From an optimization exercise on the open Yosys and OpenROAD flow, aimed at small area and a short achievable clock period; shortcuts taken in it are not production practice.
The RTL was checked by simulation tests, not by an equivalence proof against the original design.
No activity file was given, so power comes from the tool's default toggle rates.

## run a
==> flow/design.v (excerpt) <==
module avalon_uart (
    input               clk,
    input               rst,
    input               avn_read,
    input               avn_write,
    input [4:0]         avn_address,
    input [31:0]        avn_writedata,
    output reg [31:0]   avn_readdata,
    output              avn_waitrequest,
    output              int_txwm,
    output              int_rxwm,
    output              uart_txd,
    input               uart_rxd
);
    localparam IDLE  = 2'd0;
    localparam START = 2'd1;
    localparam DATA  = 2'd2;
    localparam STOP  = 2'd3;
    reg [7:0]   txdata_data;
    reg [2:0]   txctrl_txcnt;
    reg         txctrl_nstop;
    reg         txctrl_txen;
    reg [2:0]   rxctrl_rxcnt;
    reg         rxctrl_rxen;
    reg         ie_rxwm;
    reg         ie_txwm;
    reg [15:0]  div_div;
    reg         txdata_full;
    reg         ip_rxwm;
    reg         ip_txwm;
    reg         txdata_valid;
    wire a_txdata = avn_address == 5'h00;
    wire a_rxdata = avn_address == 5'h04;
    wire a_txctrl = avn_address == 5'h08;
    wire a_rxctrl = avn_address == 5'h0C;
    wire a_ie     = avn_address == 5'h10;
    wire a_ip     = avn_address == 5'h14;
    wire a_div    = avn_address == 5'h18;
    wire txdata_write = avn_write & a_txdata;
    wire rxdata_read  = avn_read  & a_rxdata;
    always @(posedge clk) begin
  ...
==> flow/config.mk <==
export PLATFORM = sky130hd
export DESIGN_NAME = avalon_uart
export DESIGN_NICKNAME = avalon_uart
export VERILOG_FILES = /design/flow/design.v
export SDC_FILE = /design/flow/constraint.sdc
export NUM_CORES = 4
export LEC_CHECK = 0
export CAP_MARGIN = 20
export CORE_MARGIN = 2
export CORE_UTILIZATION = 65
export PLACE_DENSITY = 0.75
export SETUP_SLACK_MARGIN = 1.7
export SLEW_MARGIN = 20
==> flow/constraint.sdc <==
create_clock -name core_clock -period 3.5 [get_ports {clk}]
set_input_delay 0.7000 -clock core_clock [delete_from_list [all_inputs] [get_ports {clk}]]
set_output_delay 0.7000 -clock core_clock [all_outputs]
set_load 0.01 [all_outputs]
standard.sh (not shown) runs the stock make flow with config.mk's settings and CLKGATE_MAP_FILE= SYNTH_SCRIPT=/design/flow/synth_recipe.tcl, a recipe that flattens the netlist after the stock synthesis.
==> flow/flow/run.sh <==
#!/bin/bash
set -euo pipefail
bash standard.sh "BUFFER_PORTS_ARGS=-buffer_cell sky130_fd_sc_hd__buf_2" \
  "CTS_ARGS=-sink_clustering_enable -repair_clock_nets -sink_clustering_size 16 -sink_clustering_max_diameter 60 -buf_list sky130_fd_sc_hd__clkbuf_8 -dont_use_dummy_load" \
  finish > flow_make.log 2>&1
Changes in run b relative to run a:
--- a/flow/config.mk
+++ b/flow/config.mk
@@ -10,4 +10,4 @@
 export CORE_UTILIZATION = 65
 export PLACE_DENSITY = 0.75
-export SETUP_SLACK_MARGIN = 1.7
+export SETUP_SLACK_MARGIN = 1.5
 export SLEW_MARGIN = 20
### Flow results
Result for run a and run b: all clean. From run a to run b the numbers moved as follows: critical path depth shows a reduction of 1; count of maximum capacitance violations now sits at about the same level; combinational power moved down. From run a to run b, total number of multi-input combinational cells did not move at all. | areal power density over the cells | lower: run a |. Changes observed in run b relative to run a: data required time of the critical path about even; worst setup margin shrank by 0.092 ns; combined buffer and inverter count along the critical path shows a reduction of 1.

* * *

== R ==
Another version of the RTL of avalon_uart (not shown whole).
Size: roughly 1100 cells after synthesis, ~300 flip-flops, roughly 12000 µm² of cells after synthesis.
export LEC_CHECK = 0
export CAP_MARGIN = 20
export CORE_MARGIN = 2
export CORE_UTILIZATION = 75
export PLACE_DENSITY = 0.85
export SETUP_SLACK_MARGIN = 1.75
export SLEW_MARGIN = 20
create_clock -name core_clock -period 3.5 [get_ports {clk}]
==> flow/flow/run.sh <==
#!/bin/bash
set -euo pipefail
bash standard.sh "BUFFER_PORTS_ARGS=-buffer_cell sky130_fd_sc_hd__buf_2" \
  "CTS_ARGS=-sink_clustering_enable -repair_clock_nets -sink_clustering_size 16 -sink_clustering_max_diameter 60 -buf_list sky130_fd_sc_hd__clkbuf_8 -root_buf sky130_fd_sc_hd__clkbuf_16 -dont_use_dummy_load" \
  finish > flow_make.log 2>&1
R closes out successfully: all stages finished, all timing, DRC and antenna checks passed.
Modified inputs, P compared to R
Settings: a change of SETUP_SLACK_MARGIN from 1.75 to 1.7; a change of PLACE_DENSITY from 0.85 to 0.75; a change of CORE_UTILIZATION from 75 to 65.
==> flow/flow/run.sh <==
#!/bin/bash
set -euo pipefail
bash standard.sh "BUFFER_PORTS_ARGS=-buffer_cell sky130_fd_sc_hd__buf_2" \
  "CTS_ARGS=-sink_clustering_enable -repair_clock_nets -sink_clustering_size 16 -sink_clustering_max_diameter 60 -buf_list sky130_fd_sc_hd__clkbuf_8 -dont_use_dummy_load" \
  finish > flow_make.log 2>&1
Results
- Final-layout fill cell count of P exceeds that of R by more than half.
- For R, the launching element of the worst setup path was tx_cnt[3]$_SDFFE_PP0P_, unlike P, where it was avn_address[0].
- Number of inverters outside the clock class in the layout: P vs R, no meaningful difference
- Total power ended up 1.0% lower on P than on R.

* * *

Another version of the RTL of avalon_uart (not shown whole).
Size: about 1100 cells after synthesis, about 300 flip-flops, about 78 I/O pins.
clock: 3.5 ns
lec_check: 0
cap_margin: 20
core_margin: 2
core_utilization: 75
place_density: 0.85
setup_slack_margin: 1.7
slew_margin: 20
==> flow/flow/run.sh <==
#!/bin/bash
set -euo pipefail
bash standard.sh "BUFFER_PORTS_ARGS=-buffer_cell sky130_fd_sc_hd__buf_2" \
  "CTS_ARGS=-sink_clustering_enable -repair_clock_nets -sink_clustering_size 16 -sink_clustering_max_diameter 60 -buf_list sky130_fd_sc_hd__clkbuf_8 -dont_use_dummy_load" \
  finish > flow_make.log 2>&1
Next try:
Settings changed: CORE_UTILIZATION 75 to 65, PLACE_DENSITY 0.85 to 0.75, SETUP_SLACK_MARGIN 1.7 to 1.85.
Clock skew is higher by 0.027 ns.
Cell count came out higher by 3.6%.
Power goes up by 1.1%.
Worst hold slack loses 0.023 ns.
Sequential power hardly moves.
Next try:
==> flow/flow/run.sh (replaced) <==
#!/bin/bash
set -euo pipefail
bash standard.sh "BUFFER_PORTS_ARGS=-buffer_cell sky130_fd_sc_hd__buf_2" \
  "CTS_ARGS=-sink_clustering_enable -repair_clock_nets -sink_clustering_size 24 -sink_clustering_max_diameter 100 -buf_list sky130_fd_sc_hd__clkbuf_16 -dont_use_dummy_load" \
  finish > flow_make.log 2>&1
Settings changed: SETUP_SLACK_MARGIN 1.85 to 1.9.
=>
- The changed run ran to the end with no violations
- final cell count climbs by about 0.64%
- clock skew fell by 0.011 ns
- global-route usage rises by 1.9 points
- worst hold slack is better by 0.036 ns
- maximum frequency increases by about 1.8%

* * *

run A:
Another version of the RTL of avalon_uart (not shown whole).
Size: roughly 1100 cells after synthesis, about 300 flip-flops.
export LEC_CHECK = 0
export CAP_MARGIN = 20
export CORE_MARGIN = 2
export CORE_UTILIZATION = 65
export PLACE_DENSITY = 0.75
export SETUP_SLACK_MARGIN = 1.78
export SLEW_MARGIN = 20
create_clock -name core_clock -period 3.5 [get_ports {clk}]
==> flow/flow/run.sh <==
#!/bin/bash
set -euo pipefail
bash standard.sh "BUFFER_PORTS_ARGS=-buffer_cell sky130_fd_sc_hd__buf_2" \
  "CTS_ARGS=-sink_clustering_enable -repair_clock_nets -sink_clustering_size 16 -sink_clustering_max_diameter 60 -buf_list sky130_fd_sc_hd__clkbuf_8 -root_buf sky130_fd_sc_hd__clkbuf_16 -dont_use_dummy_load" \
  finish > flow_make.log 2>&1
Run A finished all stages; the layout is clean.
## Diff of input files: run B against run A
==> flow/flow/run.sh <==
#!/bin/bash
set -euo pipefail
bash standard.sh "BUFFER_PORTS_ARGS=-buffer_cell sky130_fd_sc_hd__buf_2" \
  "CTS_ARGS=-sink_clustering_enable -repair_clock_nets -sink_clustering_size 16 -sink_clustering_max_diameter 60 -buf_list sky130_fd_sc_hd__clkbuf_8 -dont_use_dummy_load" \
  finish > flow_make.log 2>&1
diff --git a/flow/config.mk b/flow/config.mk
--- a/flow/config.mk
+++ b/flow/config.mk
@@ -12 +12 @@
-export SETUP_SLACK_MARGIN = 1.78
+export SETUP_SLACK_MARGIN = 1.6
Results
- Compared with run A, in run B final cell count without fillers moved down, utilization after layout moved down, synthesis-to-layout area growth moved down.
- Going from run A to run B, finished layout cell area went down by 1.6%, adder-cell area share of the yosys netlist was more or less identical.
- Run B vs. run A: final critical-path share of the clock period went up by 7.7 points.
- Setup slack ended up 270 ps lower on run B than on run A.
- Run B | stages: all done | timing, DRC, antenna: all pass
- Maximum operating frequency: run B < run A
Modified inputs, run C compared to run B
diff --git a/flow/config.mk b/flow/config.mk
--- a/flow/config.mk
+++ b/flow/config.mk
@@ -12 +12 @@
-export SETUP_SLACK_MARGIN = 1.6
+export SETUP_SLACK_MARGIN = 1.75
## What came out
Comparing post-layout utilization of the core for run C and run B, the bigger number came from run C. Routed wire in run C totals more than in run B. Diff run B -> run C: count of TritonRoute iterations in the first routing pass higher, number of nets in the layout went up. Per the comparison of run C with run B, clock tree buffer count of the final layout down 1; total number of clock tree sinks was more or less identical. Of the two values seen for startpoint of the worst setup timing path, rx_cnt[3]$_SDFFE_PP0P_ was produced by run B and avn_readdata[1]$_DFF_P_ by run C.

afterwards: timing with drivers on the ports:
In the flow no input, the clock included, has a driving cell. The finished layouts below were timed again as built, in two steps.
Step 1 (the two cells are an assumption about what drives the block):
set clk [get_ports {clk}]
set_driving_cell -lib_cell sky130_fd_sc_hd__clkbuf_16 $clk
set_driving_cell -lib_cell sky130_fd_sc_hd__buf_2 [delete_from_list [all_inputs] $clk]
Step 2 times the ports against the registers' clock, not the clock port: input delays grow and output delays shrink by t, the midpoint of the rising clock arrivals with the driver on.
Three values: ideal ports, drivers, drivers and shift; two values: the first two.
run	shift t [ns]	slack for setup (ns)	worst setup path at the end	worst slew at a driven data input, ns	pins driven straight from the clock port
run a of note 1	0.571	1.614 / 1.614 / 1.164	input to register	0.06	1
run b of note 1	0.571	1.522 / 1.522 / 1.065	input to register	0.04	1
R	0.526	1.747 / 1.747 / 1.263	input to register	0.04	1
P	0.565	1.754 / 1.719 / 1.210	input to register	0.03	1
the first run of note 3	0.572	1.723 / 1.690 / 1.177	input to register	0.07	1
the second run of note 3	0.590	1.695 / 1.695 / 1.234	input to register	0.06	1
the third run of note 3	0.529	1.727 / 1.718 / 1.189	input to register	0.08	1
run A of note 4	0.526	1.791 / 1.778 / 1.335	input to register	0.05	1
run B of note 4	0.566	1.524 / 1.524 / 1.283	input to register	0.05	1
run C of note 4	0.572	1.779 / 1.740 / 1.248	input to register	0.05	1
After both steps setup and hold are still met in every run listed. The setup slack of the first run of note 3, which loses most, moves by -0.033 ns with the drivers and by -0.546 ns with both steps.
